Source: an optimization exercise on an open RTL-to-GDS flow (aim: small area, a short achievable clock period and few clock cycles per item). Production flows keep margins and buffers that such runs may drop. The RTL was checked by simulation tests, not by an equivalence proof against the original design.

Setup of run A:
==> flow/design.v <==
`timescale 1ns/10ps
module SVD (
    clk,
    rst,
    we,
    oe,
    data_i,
    element_sel,
    ready,
    data_o_UV,
    data_o_S
);
input                clk;
input                rst;
input                we;
input                oe;
input         [1:0]  element_sel;
input         [4:0]  data_i;
output reg           ready;
output        [7:0]  data_o_UV;
output        [6:0]  data_o_S;
localparam IDLE = 2'd0;
localparam BUSY = 2'd1;
localparam OUT  = 2'd2;
reg  [1:0] st;
reg  [4:0] cnt;       
reg  [1:0] q;         
reg        kodd;      
reg        nf0, nf1;  
reg  [4:0] lo;        
reg  signed [17:0] R0, R1, R2, R3;
reg  signed [10:0] A0, A1, A2, A3;
reg  signed [10:0] B0, B1, B2, B3;
wire [4:0] cn = (st == IDLE) ? 5'd0 : (cnt == 5'd31) ? 5'd31 : cnt + 5'd1;
wire [4:0] jn = cn - 5'd7;
reg        rot, c7, sg, sn1, uvg, u27, u29;
reg  [3:0] sh, shn;    
always @(posedge clk or negedge rst) begin
    if (!rst) begin
        rot <= 1'b0; c7 <= 1'b0; sg <= 1'b0; sn1 <= 1'b0; uvg <= 1'b0; u27 <= 1'b0; u29 <= 1'b0;
        sh <= 4'd0; shn <= 4'hf;
    end else begin
        rot <= (cn >= 5'd7) & (cn <= 5'd26);
        c7  <= (st != OUT) & (cn == 5'd7);
        sh  <= jn[4:1];
        shn <= ~jn[4:1];
        sg  <= (cn >= 5'd27) & (cn <= 5'd30);
        sn1 <= (cn == 5'd29) | (cn == 5'd30);
        uvg <= (cn >= 5'd26) & (cn <= 5'd29);
        u27 <= (cn == 5'd27);
        u29 <= (cn == 5'd29);
    end
end
reg  nz;
always @(*) begin
    case (q)
        2'd0: nz = |R2;
        2'd1: nz = |R3;
        2'd2: nz = |R1;
        default: nz = |R0;
    endcase
end
wire en   = rot & nz;
reg  sa;
function [17:0] addsub18;
    input [17:0] x;
    input [17:0] y;
    input        sub;
    reg   [18:0] t;
    begin
        t = {x, 1'b1} + {y ^ {18{sub}}, sub};
        addsub18 = t[18:1];
    end
endfunction
function [10:0] addsub11;
    input [10:0] x;
    input [10:0] y;
    input        sub;
    reg   [11:0] t;
    begin
        t = {x, 1'b1} + {y ^ {11{sub}}, sub};
        addsub11 = t[11:1];
    end
endfunction
function [17:0] shr18;
    input [17:0] x;
    input [3:0]  n;
    reg   [17:0] f;
    begin
        f = $signed(x) >>> n[1:0];
        shr18 = n[3] ? {{8{f[17]}}, f[17:8]} : n[2] ? {{4{f[17]}}, f[17:4]} : f;
    end
endfunction
function [10:0] shr11;
    input [10:0] x;
    input [3:0]  n;
    reg   [10:0] f;
    begin
        f = $signed(x) >>> n[1:0];
        shr11 = n[3] ? {{8{f[10]}}, f[10:8]} : n[2] ? {{4{f[10]}}, f[10:4]} : f;
    end
endfunction
wire [17:0] y0_s = shr18(R2, sh);
wire [17:0] y2_s = shr18(R0, sh);
wire [17:0] y1_s = shr18(R3, sh);
wire [17:0] y3_s = shr18(R1, sh);
wire [17:0] a3v = {{2{data_i[4]}}, data_i[3:0], lo, 7'd0};
wire [17:0] y1 = c7 ? a3v : y1_s;
wire [17:0] x3 = c7 ? a3v : R3;
wire [17:0] s0 = en ? addsub18(R0, y0_s, sa) : R0;
wire [17:0] s2 = en ? addsub18(R2, y2_s, ~sa) : R2;
wire [17:0] s1 = en ? addsub18(R1, y1, sa) : R1;
wire [17:0] s3 = en ? addsub18(x3, y3_s, ~sa) : x3;
wire [3:0]  shu = ~shn;
wire [10:0] z0 = shr11(A1, shu);
wire [10:0] z1 = shr11(A0, shu);
wire [10:0] z2 = shr11(A3, shu);
wire [10:0] z3 = shr11(A2, shu);
wire [1:0] qn = q + 2'd1;
wire dn = (qn[0] ^ qn[1]) ? (s0[17] ^ s1[17]) : (s2[17] ^ s3[17]);
always @(posedge clk) sa <= dn ^ qn[1];
wire [10:0] u0 = en ? addsub11(A0, z0, sa) : A0;
wire [10:0] u1 = en ? addsub11(A1, z1, ~sa) : A1;
wire [10:0] u2 = en ? addsub11(A2, z2, sa) : A2;
wire [10:0] u3 = en ? addsub11(A3, z3, ~sa) : A3;
function [17:0] gainS;
    input [17:0] x;
    input        neg;
    reg   [26:0] xs;
    reg   [26:0] t;
    begin
        xs = {{9{x[17]}}, x};
        t = (xs << 8) - (xs << 6) - (xs << 2) - {17'd0, neg, 9'd0};
        gainS = t[26:9] ^ {18{neg}};
    end
endfunction
function [10:0] gainUV;
    input [10:0] x;
    input        neg;
    reg   [19:0] xs;
    reg   [19:0] t;
    begin
        xs = {{9{x[10]}}, x};
        t = (xs << 8) + (xs << 6) - (xs << 4) + (xs << 2) + xs - {10'd0, neg, 9'd0};
        gainUV = t[19:9] ^ {11{neg}};
    end
endfunction
wire sgain  = sg;
wire uvgain = uvg;
wire uvn0   = (u27 & nf0) | (u29 & nf1);
always @(posedge clk or negedge rst) begin
    if (!rst) begin
        st    <= IDLE;
        cnt   <= 5'd0;
        q     <= 2'd0;
        ready <= 1'b1;
        kodd  <= 1'b0;
    end else begin
        q <= (st == IDLE) ? 2'd1 : q + 2'd1;
        case (st)
            IDLE: begin
                cnt <= 5'd0;
                if (we) st <= BUSY;
            end
            BUSY: begin
                if (cnt != 5'd31) cnt <= cnt + 5'd1;
                if (cnt == 5'd0) ready <= 1'b0;
                if (cnt == 5'd28) ready <= 1'b1;
                kodd <= 1'b1;
                if (oe && cnt >= 5'd30) st <= OUT;
            end
            OUT: begin
                if (cnt != 5'd31) cnt <= cnt + 5'd1;
                kodd <= ~kodd;
                if (!kodd && element_sel == 2'd3) st <= IDLE;
            end
            default: st <= IDLE;
        endcase
    end
end
wire load = (st == BUSY) & ~cnt[4] & ~cnt[3];
wire [17:0] ldv = {{2{data_i[4]}}, data_i[3:0], lo, 7'd0};
wire ldR2 = load & (cnt[2:0] == 3'd1);
wire ldR3 = load & cnt[0] & (cnt[2] ^ cnt[1]);
wire ldI  = load & (cnt[2:0] == 3'd6);
always @(posedge clk) begin
    if (load & ~cnt[0]) lo <= data_i;
    if (uvg & ~u27 & ~u29 & ~sg) begin
        nf0 <= s2[17];
        nf1 <= s1[17];
    end
    R0 <= s2;
    R1 <= sgain ? gainS(R0, sn1 ? nf1 : nf0) : s0;
    R2 <= ldR2 ? ldv : s3;
    R3 <= ldR3 ? ldv : s1;
    if (ldI) begin
        A0 <= 11'd512; A1 <= 11'd0; A2 <= 11'd0; A3 <= 11'd512;
        B0 <= 11'd512; B1 <= 11'd0; B2 <= 11'd0; B3 <= 11'd512;
    end else begin
        A0 <= uvgain ? gainUV(B0, uvn0) : B0;
        A1 <= B1;
        A2 <= uvgain ? gainUV(B2, uvn0) : B2;
        A3 <= B3;
        B0 <= u1; B1 <= u0; B2 <= u3; B3 <= u2;
    end
end
wire [1:0] qx = (st == IDLE) ? 2'd1 : q + 2'd1;
wire       kn = (st == BUSY) ? 1'b1 : (st == OUT) ? ~kodd : kodd;
wire bkn = kn ? qx[0] : ~qx[0];
wire swn = kn ? (qx[0] ^ qx[1]) : qx[1];
reg [1:0] qs0, qs1, qs2, qs3, us0, us1, us2, us3;
always @(posedge clk) begin
    qs0 <= qx;
    qs1 <= qx + 2'd1;
    qs2 <= qx + 2'd3;
    qs3 <= qx + 2'd2;
    us0 <= {bkn, swn};
    us1 <= {bkn, ~swn};
    us2 <= {~bkn, swn};
    us3 <= {~bkn, ~swn};
end
wire outen = (st == OUT);
wire [6:0] H0 = {7{outen}} & (kodd ? R0[10:4] : R0[17:11]);
wire [6:0] H1 = {7{outen}} & (kodd ? R1[10:4] : R1[17:11]);
wire [6:0] H2 = {7{outen}} & (kodd ? R2[10:4] : R2[17:11]);
wire [6:0] H3 = {7{outen}} & (kodd ? R3[10:4] : R3[17:11]);
function [6:0] hp;
    input [1:0] p;
    input [6:0] h0, h1, h2, h3;
    case (p)
        2'd0: hp = h0;
        2'd1: hp = h1;
        2'd2: hp = h3;
        default: hp = h2;
    endcase
endfunction
wire [6:0] BS0 = hp(qs0, H0, H1, H2, H3);
wire [6:0] BS1 = hp(qs1, H0, H1, H2, H3);
wire [6:0] BS2 = hp(qs2, H0, H1, H2, H3);
wire [6:0] BS3 = hp(qs3, H0, H1, H2, H3);
function [7:0] uvb;
    input [1:0]  sel;
    input        en;
    input [10:0] v0, v1, v2, v3;
    reg   [10:0] v;
    begin
        case (sel)
            2'd0: v = v0;
            2'd1: v = v1;
            2'd2: v = v2;
            default: v = v3;
        endcase
        uvb = {8{en}} & v[10:3];
    end
endfunction
wire [7:0] BU0 = uvb(us0, outen, A0, A1, B0, B1);
wire [7:0] BU1 = uvb(us1, outen, A0, A1, B0, B1);
wire [7:0] BU2 = uvb(us2, outen, B2, B3, A2, A3);
wire [7:0] BU3 = uvb(us3, outen, B2, B3, A2, A3);
reg [6:0] os;
reg [7:0] ou;
always @(*) begin
    case (element_sel)
        2'd0: begin os = BS0; ou = BU0; end
        2'd1: begin os = BS1; ou = BU1; end
        2'd2: begin os = BS2; ou = BU2; end
        default: begin os = BS3; ou = BU3; end
    endcase
end
assign data_o_S  = os;
assign data_o_UV = ou;
endmodule
export LEC_CHECK = 0
export CAP_MARGIN = 20
export CORE_MARGIN = 2
export CORE_UTILIZATION = 40
export GPL_TIMING_DRIVEN = 0
export SETUP_SLACK_MARGIN = 3.2
export SLEW_MARGIN = 20
create_clock -name core_clock -period 8.0 [get_ports {clk}]
run.sh (not shown) runs the stock make flow with config.mk's settings and CLKGATE_MAP_FILE= SYNTH_SCRIPT=/design/flow/synth_recipe.tcl, a recipe that flattens the netlist after the stock synthesis.
Testbench counts of run A, summed over its fixed seeds: cycles 7,680, items 192.
Modified inputs, run B compared to run A
Settings: SETUP_SLACK_MARGIN changed from 3.2 to 3.6; GPL_TIMING_DRIVEN removed (was 0).
Results
Run B finished all stages; the layout is clean. Compared run B vs run A, and register area is up in run B. Looking at origin of the worst setup path, the element_sel[0] result is from run B; the sa$_DFF_P_ one comes from run A. Biggest fanout along the worst timing path was higher in the run labelled run A. Placed standard-cell area is lower on run B. Relative to run A, run B improves maximum frequency.
Changes in run C relative to run B:
Settings: TNS_END_PERCENT: unset -> 10; SETUP_SLACK_MARGIN: 3.6 -> 3.2.
### Flow results
- Compared with run B, run C shows a via count that is 3.5% lower.
- Diff run B -> run C: utilization of the core after routing decreased 2.8 points, area overhead of the layout relative to synthesis decreased 7.1 points.
- In the reports for run C and run B, the larger clock buffer count in the final layout belongs to run C.
- Between run C and run B, the global-route wire length before repair is higher for run B.
- Final worst-path setup slack (higher): run B
Relative to run C, the following input files were edited for run D:
Settings: TNS_END_PERCENT no longer set, was 10.
Notes after the runs:
- On complex-gate fraction of the synthesized area, run D tracks run C almost exactly.
- Diff run C -> run D | first-pass GRT wire length | up slightly
- The run showing the smaller post-CTS resize count is run C.
- Run D ends up with a number of clock-tree buffers in the layout that is 2.9% lower than in run C.
- Worst-case setup slack after placement, run C and run D: lower on run C
- Run D does worse than run C on final design instance area without fill.
- The clock skew after layout was comparable across run C and run D.
[inputs] run E vs run D
Settings: SETUP_SLACK_MARGIN changed from 3.2 to 3.3.
Notes after the runs:
Of run E and run D, it is run E that has the higher worst clock skew. In terms of via count, run D and run E differ only marginally. Run E vs. run D: routed length on met2 saw a decrease, detailed-route wire length saw a decrease, final cell count level. [diff] setup slack of the critical path after layout, run E relative to run D: improvement. In the tables for run D and run E, post-route fraction of the period consumed by the critical path reads lower with run E. Reported for run D and run E, synthesized-area fraction occupied by and/or/nand/nor cells turned out identical to the last digit. Run E: fmax is about 0.8% higher than what run D reported.

---

run 1:
RTL: the design.v shown in full above, as it stands there.
make LEC_CHECK=0 CAP_MARGIN=20 CORE_MARGIN=2 CORE_UTILIZATION=50 SETUP_SLACK_MARGIN=3.2 SLEW_MARGIN=20 finish   # period 8.0 ns
Testbench counts of run 1, summed over its fixed seeds: cycles 7,680, items 192.
For run 2, these inputs were changed with respect to run 1:
diff --git a/flow/config.mk b/flow/config.mk
--- a/flow/config.mk
+++ b/flow/config.mk
@@ -9,4 +9,4 @@
 export CORE_MARGIN = 2
-export CORE_UTILIZATION = 50
-export SETUP_SLACK_MARGIN = 3.2
+export CORE_UTILIZATION = 40
+export SETUP_SLACK_MARGIN = 3.1
 export SLEW_MARGIN = 20
[summary]
Every stage of the flow completed for run 2, and the final layout passed the timing, design-rule and antenna checks.
Of run 2 and run 1, the run reporting the higher non-clock buffer instance count of the final layout was run 1.
Run 2 reports its cell with the biggest individual delay on the critical path as sky130_fd_sc_hd__mux4_2 while run 1 reports sky130_fd_sc_hd__dfrtp_2.
[compare] base=run 1 new=run 2: global-route wire length before repair now smaller.
Against run 1, run 2 comes in 0.16 points higher on sequential share of cell area.
Run 1 → run 2: number of DRC markers after the initial detailed-route iteration now sits lower; count of clock-buffer cells in the layout now sits lower; core utilization dropped 12 points.
Input-level comparison between run 3 and run 2:
diff --git a/flow/config.mk b/flow/config.mk
--- a/flow/config.mk
+++ b/flow/config.mk
@@ -10,3 +10,4 @@
 export CORE_UTILIZATION = 40
-export SETUP_SLACK_MARGIN = 3.1
+export SETUP_SLACK_MARGIN = 3.4
 export SLEW_MARGIN = 20
+export TNS_END_PERCENT = 10
Findings:
No stage failed in run 2, and the final checks on the layout all came back clean. Run 3: PASS, flow complete, no timing, DRC or antenna violations. Total routed wire length on the met1 layer ended up 410 um higher on run 3 than on run 2. In run 3 the global-route met1 utilization turned out 0.73 points higher than in run 2. Looking at clock buffer count, run 3 sits above run 2. Any difference in instance area at placement between run 3 and run 2 is small enough to ignore. Between run 3 and run 2, the worst hold slack does not differ in any meaningful way. Worst-path cell with the longest stage delay: sky130_fd_sc_hd__mux4_2 -> run 2, sky130_fd_sc_hd__clkdlybuf4s50_1 -> run 3. Compared with run 2, in run 3 sequential share of layout area saw a decrease, via count has remained practically unchanged, global-route usage about even.
[inputs] run 4 vs run 3
diff --git a/flow/config.mk b/flow/config.mk
--- a/flow/config.mk
+++ b/flow/config.mk
@@ -10,4 +10,4 @@
 export CORE_UTILIZATION = 40
-export SETUP_SLACK_MARGIN = 3.4
+export PLACE_DENSITY = 0.75
+export SETUP_SLACK_MARGIN = 3.2
 export SLEW_MARGIN = 20
-export TNS_END_PERCENT = 10
- Run 4 vs run 3: layout buffering overhead excluding clock cells down in run 4
- Taking run 3 as the reference, in run 4 global-route usage -0.81 points, final setup slack of the worst path -0.044 ns, time the final worst path needs with I/O delays and setup +0.044 ns.
- Cmp run 3 and run 4 / first-pass GRT wire length / higher: run 3
- sh[1]$_DFF_PN0_ as the launch point of the worst path was reported by run 4, and kodd$_DFFE_PN0N_ by run 3.
- Post-CTS resize count went down by more than a quarter going from run 3 to run 4.
- Run 4 vs run 3 — wire length dropped by a few percent
- Required time of the worst setup path on run 4 is up relative to run 3.
- Number of clock buffers in the layout (higher): run 4

what the ideal ports hide:
How much do the figures lean on ideal ports? The routed layouts below were timed once more, with nothing changed but the port constraints. Step 1 assumes that a clkbuf_16 drives the clock port and a buf_2 every other input. Step 2 moves the port delays by t, midway between the first and last clock arrival at a register: inputs arrive t later, outputs are due t later. That takes back most of the time a late clock gives input paths. Slacks: ideal ports / drivers / drivers and shift; pairs: ideal ports / drivers.
| run | t (ns) | slack for setup (ns) | clock arrival spread, ns | worst slew at a driven data input, ns | cell pins on the clock port's net |
|---|---|---|---|---|---|
| run A | 0.631 | 3.139 / 3.117 / 2.813 | 0.015 / 0.015 | 0.07 | 1 |
| run B | 0.625 | 3.427 / 3.366 / 3.123 | 0.015 / 0.016 | 0.06 | 1 |
| run C | 0.620 | 3.056 / 3.011 / 2.746 | 0.018 / 0.018 | 0.04 | 1 |
| run D | 0.620 | 3.244 / 3.180 / 2.884 | 0.016 / 0.016 | 0.03 | 1 |
| run E | 0.625 | 3.280 / 3.225 / 3.050 | 0.036 / 0.037 | 0.05 | 1 |
| run 1 | 0.621 | 3.233 / 3.171 / 2.962 | 0.041 / 0.041 | 0.04 | 1 |
| run 2 | 0.603 | 3.176 / 3.118 / 2.895 | 0.022 / 0.021 | 0.04 | 1 |
| run 3 | 0.628 | 3.231 / 3.168 / 3.100 | 0.052 / 0.052 | 0.05 | 1 |
| run 4 | 0.611 | 3.187 / 3.187 / 2.732 | 0.015 / 0.015 | 0.06 | 1 |
After both steps setup and hold are still met in every run listed. For run 4, which loses most, drivers alone change the setup slack by 0.000 ns; drivers and shift together by -0.455 ns.
